From an optimization exercise on the open Yosys and OpenROAD flow, aimed at small area, a short achievable clock period and few clock cycles per item; shortcuts taken in it are not production practice. No functional check of the RTL was part of any run shown here.

==> flow/design.v (outline; a module is shown in full before it is edited, if it fits) <==
// module PixelSolverMultiCore: 6417 lines
// module MandelFA: 4 lines
// module MandelHA: 4 lines
module PixelSolverMultiCore (
  input               io_cmd_valid,
  output              io_cmd_ready,
  input      [27:0]   io_cmd_payload_x,
  input      [27:0]   io_cmd_payload_y,
  output              io_rsp_valid,
  input               io_rsp_ready,
  output     [5:0]    io_rsp_payload_iteration,
  input               clk,
  input               reset
);
  // ...
==> flow/flow/run.sh <==
#!/bin/bash
set -euo pipefail
MARGIN=${MARGIN:-6.8}
sed "s/SETUP_SLACK_MARGIN=[0-9.]*/SETUP_SLACK_MARGIN=$MARGIN/" standard.sh > standard_margin.sh
bash standard_margin.sh > standard.log 2>&1
==> flow/standard.sh <==
#!/bin/bash
# synth_recipe.tcl (not shown) runs the flow's synth.tcl, then flattens the netlist and writes it again
# the make line also repeats each setting of config.mk as NAME=value (left out here)
make -C /OpenROAD-flow-scripts/flow DESIGN_CONFIG=/design/flow/config.mk WORK_HOME=/design/flow/orfs CLKGATE_MAP_FILE= SYNTH_SCRIPT=/design/flow/synth_recipe.tcl "${@:-finish}"
==> flow/config.mk <==
export PLATFORM = sky130hd
export DESIGN_NAME = PixelSolverMultiCore
export DESIGN_NICKNAME = PixelSolverMultiCore
export VERILOG_FILES = /design/flow/design.v
export SDC_FILE = /design/flow/constraint.sdc
export NUM_CORES = 8
export LEC_CHECK = 0
export CAP_MARGIN = 20
export CORE_MARGIN = 2
export CORE_UTILIZATION = 60
export CTS_BUF_LIST = sky130_fd_sc_hd__clkbuf_16
export CTS_CLUSTER_DIAMETER = 150
export CTS_CLUSTER_SIZE = 24
export SETUP_SLACK_MARGIN = 5
export SLEW_MARGIN = 20
export SYNTH_HIERARCHICAL = 1
==> flow/constraint.sdc <==
create_clock -name core_clock -period 10.0 [get_ports {clk}]
set_input_delay 2.0000 -clock core_clock [delete_from_list [all_inputs] [get_ports {clk}]]
set_output_delay 2.0000 -clock core_clock [all_outputs]
set_load 0.01 [all_outputs]
==> impl_metrics.yaml, run 1 <==
status:
  status: "timing/DRC/antenna clean"
synth:
  synth-xor-area-share_pct: 6.73
  yosysWarnings: 7
  synth_seq_cells: 1153
  yosys-top-cells-area: "dfxtp_1 (32%), fa_1 (32%), xnor2_1 (6.0%)"
drt:
  route.met2.wl_mm: 88.8
  via_per_inst: 5.97
  dr.pass1.iters: 5
  routed-wl-met3_mm: 16.0
run:
  cap_violations: 0
die:
  nWellTaps: 1488
  rows: 122
  io_pins: 68
placed_design:
  place_ws_ns: 5.17
cts:
  clock-sinks: 1153
  hold_buffers: 0
timing:
  fin_ws_ns: 6.71
  fin_crit_ns: 3.29
  report.final.setup_viol: 0
  fin_tns_setup_ns: 0
  clock-skew-final_ns: 0.0469
finish:
  register_area_sq_um: 23800
  antenna_cells: 2
min_path:
  hold_path_class: "reg2reg"
worst_setup_path:
  r2r_slack_ns: 6.73
  cp_slowest_cell: "ha_4"
  crit_path_start_kind: "input port"
grt:
  grt_pass1_vias: 47321
  use_met1_pct: 44.5
==> inputs of run 2 (changes only) <==
--- a/flow/design.v
+++ b/flow/design.v
@@ -18,57 +18,43 @@
   reg  [2:1] act;        
   reg  [13:0] r0_bo, r0_bt;  
   reg  [13:0] r0_bn;         
   reg  [27:0] r0_xn;         
   reg         tk;          
   reg         wb_v;        
   reg  [2:0] wb_seq;      
   reg  [5:0]  wb_res;      
-  reg  [47:0] rob_d;    
+  reg  [5:0]  rob_d [0:7];
   reg  [7:0] rob_v;
   reg  [2:0] head, alloc;
   reg  [3:0] used;
   reg         o_v;
   reg  [5:0]  o_it;
-  reg         tk_o;        
+  reg         tk_o, o_vp;   
+  reg  [5:0]  o_itp;        
   assign io_cmd_ready = tk_o;
   wire        acc = tk & io_cmd_valid;
-  assign io_rsp_valid = o_v;
-  assign io_rsp_payload_iteration = o_it;
+  assign io_rsp_valid = o_vp;
+  assign io_rsp_payload_iteration = o_itp;
   wire [5:0]  itc = r0_it + 6'd1;
   wire        inx = (r0_x[27:22] == 6'd0) | (r0_x[27:22] == 6'h3f);
   wire        iny = (r0_y[27:22] == 6'd0) | (r0_y[27:22] == 6'h3f);
   wire [3:0]  qx = r0_x[21:18] ^ {4{r0_x[27]}};
   wire [3:0]  qy = r0_y[21:18] ^ {4{r0_y[27]}};
   wire        big = inx & iny & (qx[3] | qy[3] | (qx[2] & qy[2] & ((~qx[1] & qy[1] & qy[0]) | (qx[1] & ~qx[0] & qy[1]) | (qx[1] & qx[0]))));
   wire        zsmall = (r0_x[27:21] == {7{r0_x[21]}}) & (r0_y[27:21] == {7{r0_y[21]}});
   wire        cyc = (itc > 6'd4) & zsmall & r0_snap[44] & ({r0_x[21:0], r0_y[21:0]} == r0_snap[43:0]);
   wire [44:0] snape = (itc[1:0] == 0) ? {zsmall, r0_x[21:0], r0_y[21:0]} : r0_snap;
   wire        live = r0_act & ~r0_lesc;
   wire        fe0 = live & (big | cyc | (itc == 6'd62));    
   wire        f620 = ~big & ~cyc;                           
   wire        fl0 = r0_act & r0_lesc;                       
-  wire        pop = o_v & io_rsp_ready;
-  wire [2:0] head_n = head + {2'd0, pop};
-  wire        byp = wr & (wr_seq == head_n);
-  reg  [5:0]  rob_rd;
-  always @(*) begin
-    case (head_n)
-      3'd0: rob_rd = rob_d[5:0];
-      3'd1: rob_rd = rob_d[11:6];
-      3'd2: rob_rd = rob_d[17:12];
-      3'd3: rob_rd = rob_d[23:18];
-      3'd4: rob_rd = rob_d[29:24];
-      3'd5: rob_rd = rob_d[35:30];
-      3'd6: rob_rd = rob_d[41:36];
-      3'd7: rob_rd = rob_d[47:42];
-      default: rob_rd = 6'd0;
-    endcase
-  end
+  wire        ld = ~o_v | io_rsp_ready;
+  wire        pop = ld & rob_v[head];
   wire        wr = wb_v | fl0;
   wire [2:0] wr_seq = wb_v ? wb_seq : r0_seq;
   wire [5:0]  wr_res = wb_v ? wb_res : r0_it;
   wire pp1;
   wire pp2;
   wire pp3;
   wire pp4;
   wire pp5;
@@ -6376,46 +6362,42 @@
       r0_y0 <= p2_y0;
       r0_it <= it_l;
       r0_lesc <= esc_l;
       r0_seq <= p2_seq;
     end
     r0_snap <= p2_snap;
     wb_seq <= p2_seq;
     wb_res <= (bg_l | (f62_l & esc_l)) ? it_l : 6'd63;
-    if (wr & (wr_seq == 3'd0)) rob_d[5:0] <= wr_res;
-    if (wr & (wr_seq == 3'd1)) rob_d[11:6] <= wr_res;
-    if (wr & (wr_seq == 3'd2)) rob_d[17:12] <= wr_res;
-    if (wr & (wr_seq == 3'd3)) rob_d[23:18] <= wr_res;
-    if (wr & (wr_seq == 3'd4)) rob_d[29:24] <= wr_res;
-    if (wr & (wr_seq == 3'd5)) rob_d[35:30] <= wr_res;
-    if (wr & (wr_seq == 3'd6)) rob_d[41:36] <= wr_res;
-    if (wr & (wr_seq == 3'd7)) rob_d[47:42] <= wr_res;
-    o_it <= byp ? wr_res : rob_rd;
+    if (wr) rob_d[wr_seq] <= wr_res;
+    if (ld) o_it <= rob_d[head];
+    o_itp <= ld ? rob_d[head] : o_it;
     tk_o <= ~reset & free_n & room;
-    o_v <= ~reset & (byp | rob_v[head_n]);
+    o_vp <= ~reset & (ld ? rob_v[head] : o_v);
   end
   always @(posedge clk or posedge reset) begin
     if (reset) begin
       tk <= 1'b0;
       r0_act <= 1'b0;
       act <= 2'd0;
       wb_v <= 1'b0;
       rob_v <= 8'd0;
       head <= 3'd0;
       alloc <= 3'd0;
       used <= 4'd0;
+      o_v <= 1'b0;
     end else begin
       tk <= free_n & room;
       r0_act <= acc | cont_l;
       act <= {act[1:1], r0_act};
       wb_v <= act[2] & fe_l;
       if (acc) alloc <= alloc + 1'b1;
       used <= used + {3'd0, acc} - {3'd0, pop};
       if (pop) head <= head + 1'b1;
+      if (ld) o_v <= rob_v[head];
       rob_v <= (rob_v & ~({7'd0, pop} << head)) | ({7'd0, wr} << wr_seq);
     end
   end
 endmodule
 module MandelFA (input a, input b, input c, output s, output co);
   assign s = a ^ b ^ c;
   assign co = (a & b) | (a & c) | (b & c);
 endmodule
==> flow/flow/run.sh (replaced) <==
#!/bin/bash
set -euo pipefail
MARGIN=${MARGIN:-7}
sed "s/SETUP_SLACK_MARGIN=[0-9.]*/SETUP_SLACK_MARGIN=$MARGIN/" standard.sh > standard_margin.sh
bash standard_margin.sh > standard.log 2>&1
==> impl_metrics.yaml, run 2 <==
drt:
  via_count: 44089
  dr.pass1.iters: 8
  drt-total-wl_mm: 188
  via_per_inst: 5.94
  wl_per_cell_um: 25.3
  ant_nets: 0
  detailedRoute.firstIterationViolations: 3720
  drc: 0
finish:
  drive_gt1_share_pct: 9.49
  syn_to_final_growth_pct: 7.67
  final_common_cell: "fa_1"
  multiInputGateArea_sq_um: 40600
  final_cell_mix: "fa_1 (1,030), dfxtp_1 (1,011), nand2_1 (807)"
  top_register: "rob_d"
  fin_cells: 7418
  largest_reg_flops: 48
  final_util_pct: 65.4
  register_area_sq_um: 23900
  antenna_cells: 0
  final_nets: 7258
  nFillCells: 8781
grt:
  grt_util_met3_pct: 7.24
  grt_max_degree: 82
  grt_pass1_vias: 46604
  top_usage_layer: "met2"
  grt_use_met2_pct: 52.2
  antenna_found_initial: 3
  use_met1_pct: 45.0
  grt_pass1_wl_mm: 286
  grt_usage_pct: 33.1
  grt-ovfl-total: 0
cts:
  clk_latency_ns: 0.71
  h-tree-depth: 2
  cts_tree: "yes"
  hold_buffers: 0
  cts-root-buf: "clkbuf_16"
  cts_buffer_depth: 3
  clkTransAtPathRegs_ns: 0.10
  numCtsBuffers: 54
  clock-sinks: 1154
synth:
  synth_seq_cells: 1154
  synth-main-ff-cell: "dfxtp_1"
  synth_top_area_cell: "dfxtp_1"
  synth_most_common_cell: "dfxtp_1"
  syn_nets: 7357
  yosys.cell_types.count: 76
  yosysWarnings: 7
  async_reset_ff_share_pct: 2.08
  avgSynthCellArea_sq_um: 11.2
  synth_area_sq_um: 67400
  synthCells: 6020
  yosys-top-cells-area: "dfxtp_1 (32%), fa_1 (32%), xnor2_1 (5.9%)"
  yosys.area.top_type_share_pct: 32.0
  yosysSeqAreaShare_pct: 35.3
  yosys-top-cells-count: "dfxtp_1 (1,076), fa_1 (1,061), nand2_1 (809), inv_1 (592), xnor2_1 (452)"
  synth_edf_count: 54
timing:
  fin_crit_ns: 3.20
  report.final.setup_viol: 0
  relSlewSlack_pct: 32.3
  tightest_slew_ns: 1.02
  fin_crit_sh_pct: 32.0
  hold_viol: 0
  rsz0062_at_grt: "true"
  slew_viol_final: 0
  clock-skew-final_ns: 0.0307
  fin_tns_setup_ns: 0
  hold_ws_ns: 0.314
  max_freq_mhz: 313
placed_design:
  port_buffers: 67
  hpwl_mm: 126
  place.gp.congestion: 0.878
  dp_cells: 7263
worst_setup_path:
  path_class: "reg2out"
  cp_max_fo: 1
  end_kind: "output pin"
  path_cells: "buf_2"
  arrival_ns: 1.20
  slowest_delay_ns: 0.36
  path_delay_family: "flip-flops"
  path_buf_inv: 1
  cp_slowest_cell: "edfxtp_1"
  crit_path_start_kind: "flip-flop"
  required_ns: 8.00
die:
  coreArea_sq_um: 111000
  die_h_um: 339
  io_pins: 68
  die_width_um: 339
  initial_core_util_pct: 60.7
  rows: 122
  die-area_sq_um: 115000
min_path:
  hold_path_class: "reg2reg"
run:
  cap_violations: 0
status:
  status: "timing/DRC/antenna clean"
run 2: final cells by class:
type                            count  area share (%)
Clock buffer                       55            1.90
Clock inverter                     10           0.117
Inverter                          605            3.23
Multi-Input combinational cell   3864            56.0
Sequential cell                  1154            33.0
Tap cell                         1488            2.57
Timing Repair Buffer              237            3.23
Timing Repair inverter              5          0.0518
run 2: kinds of logic (layout without fill, tap and decap cells):
| kind of cell | count (synthesis) | count (layout) | synth area share, % |
|---|---|---|---|
| mux | 101 | 101 | 1.91 |
| fa+ha+maj | 1277 | 1277 | 35.5 |
| xor+xnor | 507 | 507 | 6.59 |
| flops | 1154 | 1154 | 35.3 |
| simple gates | 1123 | 1123 | 6.97 |
| buf+inv | 1002 | 912 | 5.58 |
| compound gates | 856 | 856 | 8.13 |
run 2: layer usage:
layer	routed length (um)	up-vias
met5	0	-
met4	8520	0
met3	18000	496
met2	86300	2141
met1	74800	22529
li1	-	18923
run 2: through the flow:
step | setup slack [ns] | area, sq um
2_1_floorplan | 6.71 | 67400
3_3_place_gp | 5.91 | 69100
3_5_place_dp | 5.95 | 69100
4_1_cts | 6.74 | 71800
5_1_grt | 6.72 | 72500
6_report | 6.80 | 72500
run 2: final timing paths:
path,from,to,slack (ns),depth (start not counted)
max,o_itp[3],io_rsp_payload_iteration[3],6.80,1
min,p2_snap[31],r0_snap[31],0.31,0
max reg2reg,q2_co3344_20,r0_xn[24],6.89,12
min reg2reg,p2_snap[31],r0_snap[31],0.31,0
max in group asynchronous,reset,head[0],7.44,2
min in group asynchronous,reset,act[1],1.91,2
run 2: per-module statistics from Yosys (local to each module, per instance):
module,cells,copies in the design,flip-flops and latches
MandelFA,1,1058,0
PixelSolverMultiCore,4949,1,1154
MandelHA,1,13,0
run 2: worst register-to-register path: stages (launching register included):
cell       delay, ns
dfxtp_2         0.36
inv_2           0.05
ha_4            0.22
a21o_1          0.15
a21o_1          0.20
a2111oi_4       0.41
o31ai_4         0.11
a221o_2         0.48
a221oi_4        0.29
buf_6           0.16
o22ai_4         0.09
a222oi_1        0.35
and2_1          0.19
run 2: timing repair:
item                                   in CTS  in global routing
setup endpoints to repair                 329                164
buffers inserted                           49                 34
gates cloned                                7                  0
endpoints found under the hold margin       0                  0
resized for setup                         211                121
pin swaps                                  80                 56
==> inputs of run 3 (changes only) <==
==> flow/flow/run.sh (replaced) <==
#!/bin/bash
set -euo pipefail
MARGIN=${MARGIN:-6.8}
sed "s/SETUP_SLACK_MARGIN=[0-9.]*/SETUP_SLACK_MARGIN=$MARGIN/" standard.sh > standard_margin.sh
bash standard_margin.sh > standard.log 2>&1
==> impl_metrics.yaml, run 3 <==
worst_setup_path:
  path_buf_inv: 2
  path_class: "reg2reg"
  arrival_ns: 3.90
  cp_slowest_cell: "fa_1"
  path_cells: "buf_6 -> inv_1 -> xnor2_1 -> fa_1 -> fa_1 -> fa_1"
  crit_path_start_kind: "flip-flop"
  required_ns: 10.65
  cp_max_fo: 32
  cpMostUsedCell: "fa_1"
  end_kind: "flip-flop"
  path_delay_family: "adder cells"
  slowest_delay_ns: 0.54
timing:
  report.final.setup_viol: 0
  rsz0062_at_grt: "true"
  clock-skew-final_ns: 0.0442
  slew_viol_final: 0
  hold_viol: 0
  fin_tns_setup_ns: 0
  relSlewSlack_pct: 30.6
  tightest_slew_ns: 1.04
  fin_crit_ns: 3.25
  max_freq_mhz: 308
  fin_crit_sh_pct: 32.5
cts:
  cts_tree: "yes"
  cts_buffer_depth: 3
  clk_latency_ns: 0.72
  clock-sinks: 1154
  h-tree-depth: 2
  cts-root-buf: "clkbuf_16"
  clkTransAtPathRegs_ns: 0.10
  numCtsBuffers: 54
drt:
  wl_per_cell_um: 24.7
  detailedRoute.firstIterationViolations: 3600
  ant_nets: 0
  via_per_inst: 5.91
  drc: 0
  via_count: 43578
  dr.pass1.iters: 6
  drt-total-wl_mm: 182
synth:
  avgSynthCellArea_sq_um: 11.2
  syn_nets: 7357
  synthCells: 6020
  synth_area_sq_um: 67400
  synth_edf_count: 54
  yosys.cell_types.count: 76
  yosys.area.top_type_share_pct: 32.0
  yosys-top-cells-count: "dfxtp_1 (1,076), fa_1 (1,061), nand2_1 (809), inv_1 (592), xnor2_1 (452)"
  synth_top_area_cell: "dfxtp_1"
  synth_most_common_cell: "dfxtp_1"
  yosysWarnings: 7
  yosys-top-cells-area: "dfxtp_1 (32%), fa_1 (32%), xnor2_1 (5.9%)"
  async_reset_ff_share_pct: 2.08
  synth-main-ff-cell: "dfxtp_1"
  synth_seq_cells: 1154
  yosysSeqAreaShare_pct: 35.3
finish:
  syn_to_final_growth_pct: 6.00
  drive_gt1_share_pct: 7.25
  final_nets: 7205
  final_common_cell: "fa_1"
  final_cell_mix: "fa_1 (1,054), dfxtp_1 (1,029), nand2_1 (808)"
  multiInputGateArea_sq_um: 40200
  nFillCells: 8932
  largest_reg_flops: 48
  top_register: "rob_d"
  register_area_sq_um: 23900
grt:
  grt_pass1_wl_mm: 280
  use_met1_pct: 44.2
  grt-ovfl-total: 0
  grt_use_met2_pct: 51.6
  grt_usage_pct: 32.2
  grt_util_met3_pct: 6.14
  top_usage_layer: "met2"
  grt_max_degree: 84
  antenna_found_initial: 6
  grt_pass1_vias: 46276
status:
  status: "timing/DRC/antenna clean"
die:
  rows: 122
  die_width_um: 339
  die_h_um: 339
  coreArea_sq_um: 111000
  die-area_sq_um: 115000
  io_pins: 68
  initial_core_util_pct: 60.7
min_path:
  hold_path_class: "reg2reg"
placed_design:
  hpwl_mm: 125
  port_buffers: 67
  place.gp.congestion: 0.901
run:
  cap_violations: 0
[run 3: cell count changes in the layout (fill, tap and decap cells not counted), sizes merged]
cell / delta
buf: -49
diode: +4
clkbuf: -3
bufbuf: -2
clkinv: +2
clkinvlp: -2
clkdlybuf4s50: +1
dlygate4sd2: +1
dlymetal6s2s: -1
inv: -1
[run 3: layout make-up]
| cell class | instances | share of cell area (%) |
|---|---|---|
| multi-input combinational | 3864 | 56.3 |
| sequential | 1154 | 33.4 |
| inverter | 605 | 3.24 |
| tap | 1488 | 2.61 |
| timing repair buffer | 185 | 2.34 |
| clock buffer | 54 | 1.89 |
| clock inverter | 10 | 0.151 |
| timing repair inverter | 4 | 0.0421 |
| antenna | 4 | 0.0140 |
[run 3: modules after synthesis (local to each module, per instance)]
module	times used	flip-flops and latches	cells	area, sq um
PixelSolverMultiCore	1	1154	4949	46000
MandelFA	1058	0	1	20.0
MandelHA	13	0	1	12.5
[run 3: worst paths after layout]
kind	start	endpoint	slack, ns	cells after the start
max in group asynchronous	reset	tk	7.46	2
worst max register to register	r0_bn[6]	q1_s3122	6.75	6
min in group asynchronous	reset	head[1]	1.89	2
worst min-delay path	p1_snap[43]	p2_snap[43]	0.33	0
worst min register to register	p1_snap[43]	p2_snap[43]	0.33	0
worst max-delay path	r0_bn[6]	q1_s3122	6.75	6
[run 3: stage by stage]
step | instances | hold WS (ns) | instance area, sq um | utilization (%) | setup slack (ns)
floorplan | 6020 | 0.310 | 67400 | - | 6.71
global placement | 7267 | 0.310 | 69200 | 62.3 | 5.94
detailed placement | 7267 | 0.312 | 69200 | 62.3 | 5.92
CTS | 7346 | 0.316 | 71000 | 63.9 | 6.74
global route | 7364 | 0.336 | 71400 | 64.3 | 6.71
finish | 7368 | 0.327 | 71400 | 64.3 | 6.75
[run 3: cells by family after synthesis]
family,share of synthesized area [%]
fa+ha+maj,35.5
flops,35.3
simple gates,6.97
buf+inv,5.58
compound gates,8.13
xor+xnor,6.59
mux,1.91
[run 3: worst register-to-register path: stages, from the launching register on]
cell,delay (ns)
dfxtp_2,0.33
buf_6,0.41
inv_1,0.41
xnor2_1,0.46
fa_1,0.51
fa_1,0.54
fa_1,0.54
[run 3: what timing repair did]
item | 4_1_cts | 5_1_grt
gates cloned | 1 | 3
hold buffers | 0 | 0
gates resized for setup | 93 | 69
setup buffers | 14 | 15
pin swaps | 7 | 33
setup endpoints to repair | 251 | 120
[run 3: layer usage]
layer	vias to the layer above	share of wire (%)
li1	18826	-
met5	-	0.016
met4	4	4.0
met2	2127	46
met3	479	8.7
met1	22142	41

[separate check: timing with driven ports]
The flow's constraints put no driver on any port. The routed layouts listed below were extracted and timed again, unchanged, in two steps.
Step 1: set_driving_cell puts a clkbuf_16 on clk and a buf_2 on each other input, an assumption about the parent block.
Step 2, shift: input delay + t, output delay - t, t = (earliest + latest rising clock arrival at the registers) / 2. This alone moves slack from input paths to output paths.
Three values: ideal ports, drivers, drivers and shift; two values: the first two.
run | t (ns) | setup slack, ns | worst setup path after step 2 | worst register clock-pin slew, ns
run 1 | 0.784 | 6.714 / 6.697 / 5.966 | input to register | 0.11 / 0.11
run 2 | 0.766 | 6.801 / 6.727 / 6.416 | input to register | 0.11 / 0.11
run 3 | 0.772 | 6.748 / 6.718 / 6.147 | input to register | 0.11 / 0.11
After both steps every run listed still meets setup and hold. The setup slack of run 1, which loses most, moves by -0.017 ns with the drivers and by -0.748 ns with both steps.
